This design comes from an exercise in tuning for small area and a short achievable clock period on the open sky130 flow, not from production work. Only simulation tests tie the RTL to the original design; equivalence was not proved. Power is estimated from default activity; no workload was simulated.

try-cedar:
Design mult_man, start of the top module:
module mult_man (
  input clk, input rstn, input data_rdy,
  input [16:0] mult1_signed, input [16:0] mult2_signed,
  output [31:0] res, output [33:0] res_signed, output res_rdy, output [32:0] res_final);
  wire v0 = data_rdy;
  wire w1;
  mult_nor2 u2 (.y(w1), .a(mult1_signed[1]), .b(mult1_signed[0]));
  wire w3;
  mult_nor2 u4 (.y(w3), .a(mult1_signed[3]), .b(mult1_signed[2]));
  wire w5;
  mult_nor2 u6 (.y(w5), .a(mult1_signed[5]), .b(mult1_signed[4]));
  wire w7;
  mult_nor2 u8 (.y(w7), .a(mult1_signed[7]), .b(mult1_signed[6]));
  wire w9;
  mult_nor2 u10 (.y(w9), .a(mult1_signed[9]), .b(mult1_signed[8]));
  wire w11;
  mult_nor2 u12 (.y(w11), .a(mult1_signed[11]), .b(mult1_signed[10]));
  wire w13;
  mult_nor2 u14 (.y(w13), .a(mult1_signed[13]), .b(mult1_signed[12]));
  wire w15;
  mult_nor2 u16 (.y(w15), .a(mult1_signed[15]), .b(mult1_signed[14]));
  wire w17;
  mult_orpn u18 (.y(w17), .a(mult1_signed[2]), .b(w1));
  wire w19;
  mult_nand2 u20 (.y(w19), .a(w3), .b(w1));
  wire w21;
  mult_orpn u22 (.y(w21), .a(mult1_signed[6]), .b(w5));
  wire w23;
  mult_nand2 u24 (.y(w23), .a(w7), .b(w5));
  wire w25;
  mult_orpn u26 (.y(w25), .a(mult1_signed[10]), .b(w9));
  wire w27;
  mult_nand2 u28 (.y(w27), .a(w11), .b(w9));
  wire w29;
  ...
Size in the first run: ~140 I/O pins.
export LEC_CHECK = 0
export CAP_MARGIN = 20
export CORE_MARGIN = 2
export CORE_UTILIZATION = 40
export SETUP_SLACK_MARGIN = 2.3
export SLEW_MARGIN = 20
export SYNTH_HIERARCHICAL = 1
export TNS_END_PERCENT = 0
create_clock -name core_clock -period 4.5 [get_ports {clk}]
standard.sh (not shown) runs the stock make flow with config.mk's settings and CLKGATE_MAP_FILE= SYNTH_SCRIPT=/design/flow/synth_recipe.tcl, a recipe that flattens the netlist after the stock synthesis.
==> flow/flow/run.sh <==
#!/bin/bash
# The standard layout (standard.sh), with one change: the port buffers that buffer_ports
# inserts are sky130_fd_sc_hd__buf_2 cells (later resized as needed) instead of the delay cell
# buffer_ports picks by itself. Every input and output port still gets its buffer.
set -euo pipefail
bash standard.sh 'BUFFER_PORTS_ARGS=-buffer_cell sky130_fd_sc_hd__buf_2' finish > standard_flow.log 2>&1
Inputs modified between try-cedar and try-pepper:
==> flow/flow/run.sh <==
#!/bin/bash
# The standard layout (standard.sh) with two changes:
# - the port buffers that buffer_ports inserts are sky130_fd_sc_hd__buf_2 cells (resized later as
#   needed) instead of the delay cell buffer_ports picks by itself; every port still gets one;
# - ABC maps the design's small gate modules for a 1 fF load instead of 5 fF, so that it does
#   not pick x2/x4 drive strengths for single gates (the resizer upsizes where timing needs it).
set -euo pipefail
bash standard.sh 'BUFFER_PORTS_ARGS=-buffer_cell sky130_fd_sc_hd__buf_2' ABC_LOAD_IN_FF=1 finish > standard_flow.log 2>&1
--- a/flow/config.mk
+++ b/flow/config.mk
@@ -9,5 +9,5 @@
 export CORE_MARGIN = 2
 export CORE_UTILIZATION = 40
-export SETUP_SLACK_MARGIN = 2.3
+export SETUP_SLACK_MARGIN = 2.15
 export SLEW_MARGIN = 20
 export SYNTH_HIERARCHICAL = 1
--- outcome ---
- In try-pepper, the via count came out 3.6% below the value in try-cedar.
- try-pepper ended up with a lower cell area after placement than try-cedar did.
- When try-pepper is set beside try-cedar, its sequential element share of the synthesized area turns out to be 1.4 points larger.
- Compared with try-cedar, try-pepper instantiates a smaller number of cells.
- From try-cedar to try-pepper the numbers moved as follows: clock group power level, final cell utilization of the core dropped 1.1 points, number of port buffers has remained practically unchanged, wire length of the first global-routing pass now smaller.
--- input diff try-pepper..try-maple ---
==> flow/flow/run.sh <==
#!/bin/bash
# The standard layout (standard.sh), with one change: the port buffers that buffer_ports
# inserts are sky130_fd_sc_hd__buf_2 cells (later resized as needed) instead of the delay cell
# buffer_ports picks by itself. Every input and output port still gets its buffer.
set -euo pipefail
bash standard.sh 'BUFFER_PORTS_ARGS=-buffer_cell sky130_fd_sc_hd__buf_2' finish > standard_flow.log 2>&1
--- a/flow/config.mk
+++ b/flow/config.mk
@@ -6,8 +6,9 @@
 export NUM_CORES = 4
 export LEC_CHECK = 0
+export ABC_CLOCK_PERIOD_IN_PS = 2000
 export CAP_MARGIN = 20
 export CORE_MARGIN = 2
 export CORE_UTILIZATION = 40
-export SETUP_SLACK_MARGIN = 2.15
+export SETUP_SLACK_MARGIN = 2.3
 export SLEW_MARGIN = 20
 export SYNTH_HIERARCHICAL = 1
==> run notes <==
Relative to try-pepper, count of vias placed by the detailed router has increased by 352 in try-maple. Min number of non-clock buffers in the layout across try-maple and try-pepper: try-pepper. Diff try-maple and try-pepper: data required time at the worst endpoint higher in try-maple. Between try-maple and try-pepper, end-of-flow core utilization is higher for try-maple, try-pepper comes in under that. Compared with try-pepper, try-maple shows a minimum clock period that is 0.073 ns lower.
Here is what was changed in the inputs of try-onyx compared with try-maple.
==> flow/flow/run.sh <==
#!/bin/bash
# The standard layout (standard.sh) with two changes:
# - the port buffers that buffer_ports inserts are sky130_fd_sc_hd__buf_2 cells (resized later as
#   needed) instead of the delay cell buffer_ports picks by itself; every port still gets one;
# - ABC maps the design's small gate modules for a 1 fF load instead of 5 fF, so that it does
#   not pick x2/x4 drive strengths for single gates (the resizer upsizes where timing needs it).
set -euo pipefail
bash standard.sh 'BUFFER_PORTS_ARGS=-buffer_cell sky130_fd_sc_hd__buf_2' ABC_LOAD_IN_FF=1 finish > standard_flow.log 2>&1
--- a/flow/config.mk
+++ b/flow/config.mk
@@ -6,9 +6,8 @@
 export NUM_CORES = 4
 export LEC_CHECK = 0
-export ABC_CLOCK_PERIOD_IN_PS = 2000
 export CAP_MARGIN = 20
 export CORE_MARGIN = 2
 export CORE_UTILIZATION = 40
-export SETUP_SLACK_MARGIN = 2.3
+export SETUP_SLACK_MARGIN = 2.25
 export SLEW_MARGIN = 20
 export SYNTH_HIERARCHICAL = 1
==> run notes <==
In terms of fmax, try-maple and try-onyx differ only marginally.
Between try-maple and try-onyx, the flow reports wire length of the first global-routing pass decreasing by a few percent.
Cmp try-onyx and try-maple / total length of routed wires / higher: try-maple
Final worst-path setup slack for try-onyx: 0.0052 ns down relative to try-maple
Delta(power, try-onyx - try-maple) < 0

re-timing with driven ports:
How much do the figures lean on ideal ports? The routed layouts below were timed once more, with nothing changed but the port constraints. Step 1: set_driving_cell puts a clkbuf_16 on clk and a buf_2 on each other input, an assumption about the parent block. Step 2 moves the port delays by t, midway between the first and last clock arrival at a register: inputs arrive t later, outputs are due t later. That takes back most of the time a late clock gives input paths. Slacks: no drivers / after step 1 / after step 2; pairs: no drivers / after step 1.
run	shift t [ns]	setup WS [ns]	worst data-port slew with drivers (ns)
try-cedar	0.589	2.245 / 2.245 / 2.245	0.05
try-pepper	0.585	2.172 / 2.172 / 2.172	0.03
try-maple	0.589	2.245 / 2.245 / 2.245	0.05
try-onyx	0.595	2.240 / 2.240 / 2.240	0.03
After both steps setup and hold are still met in every run listed.
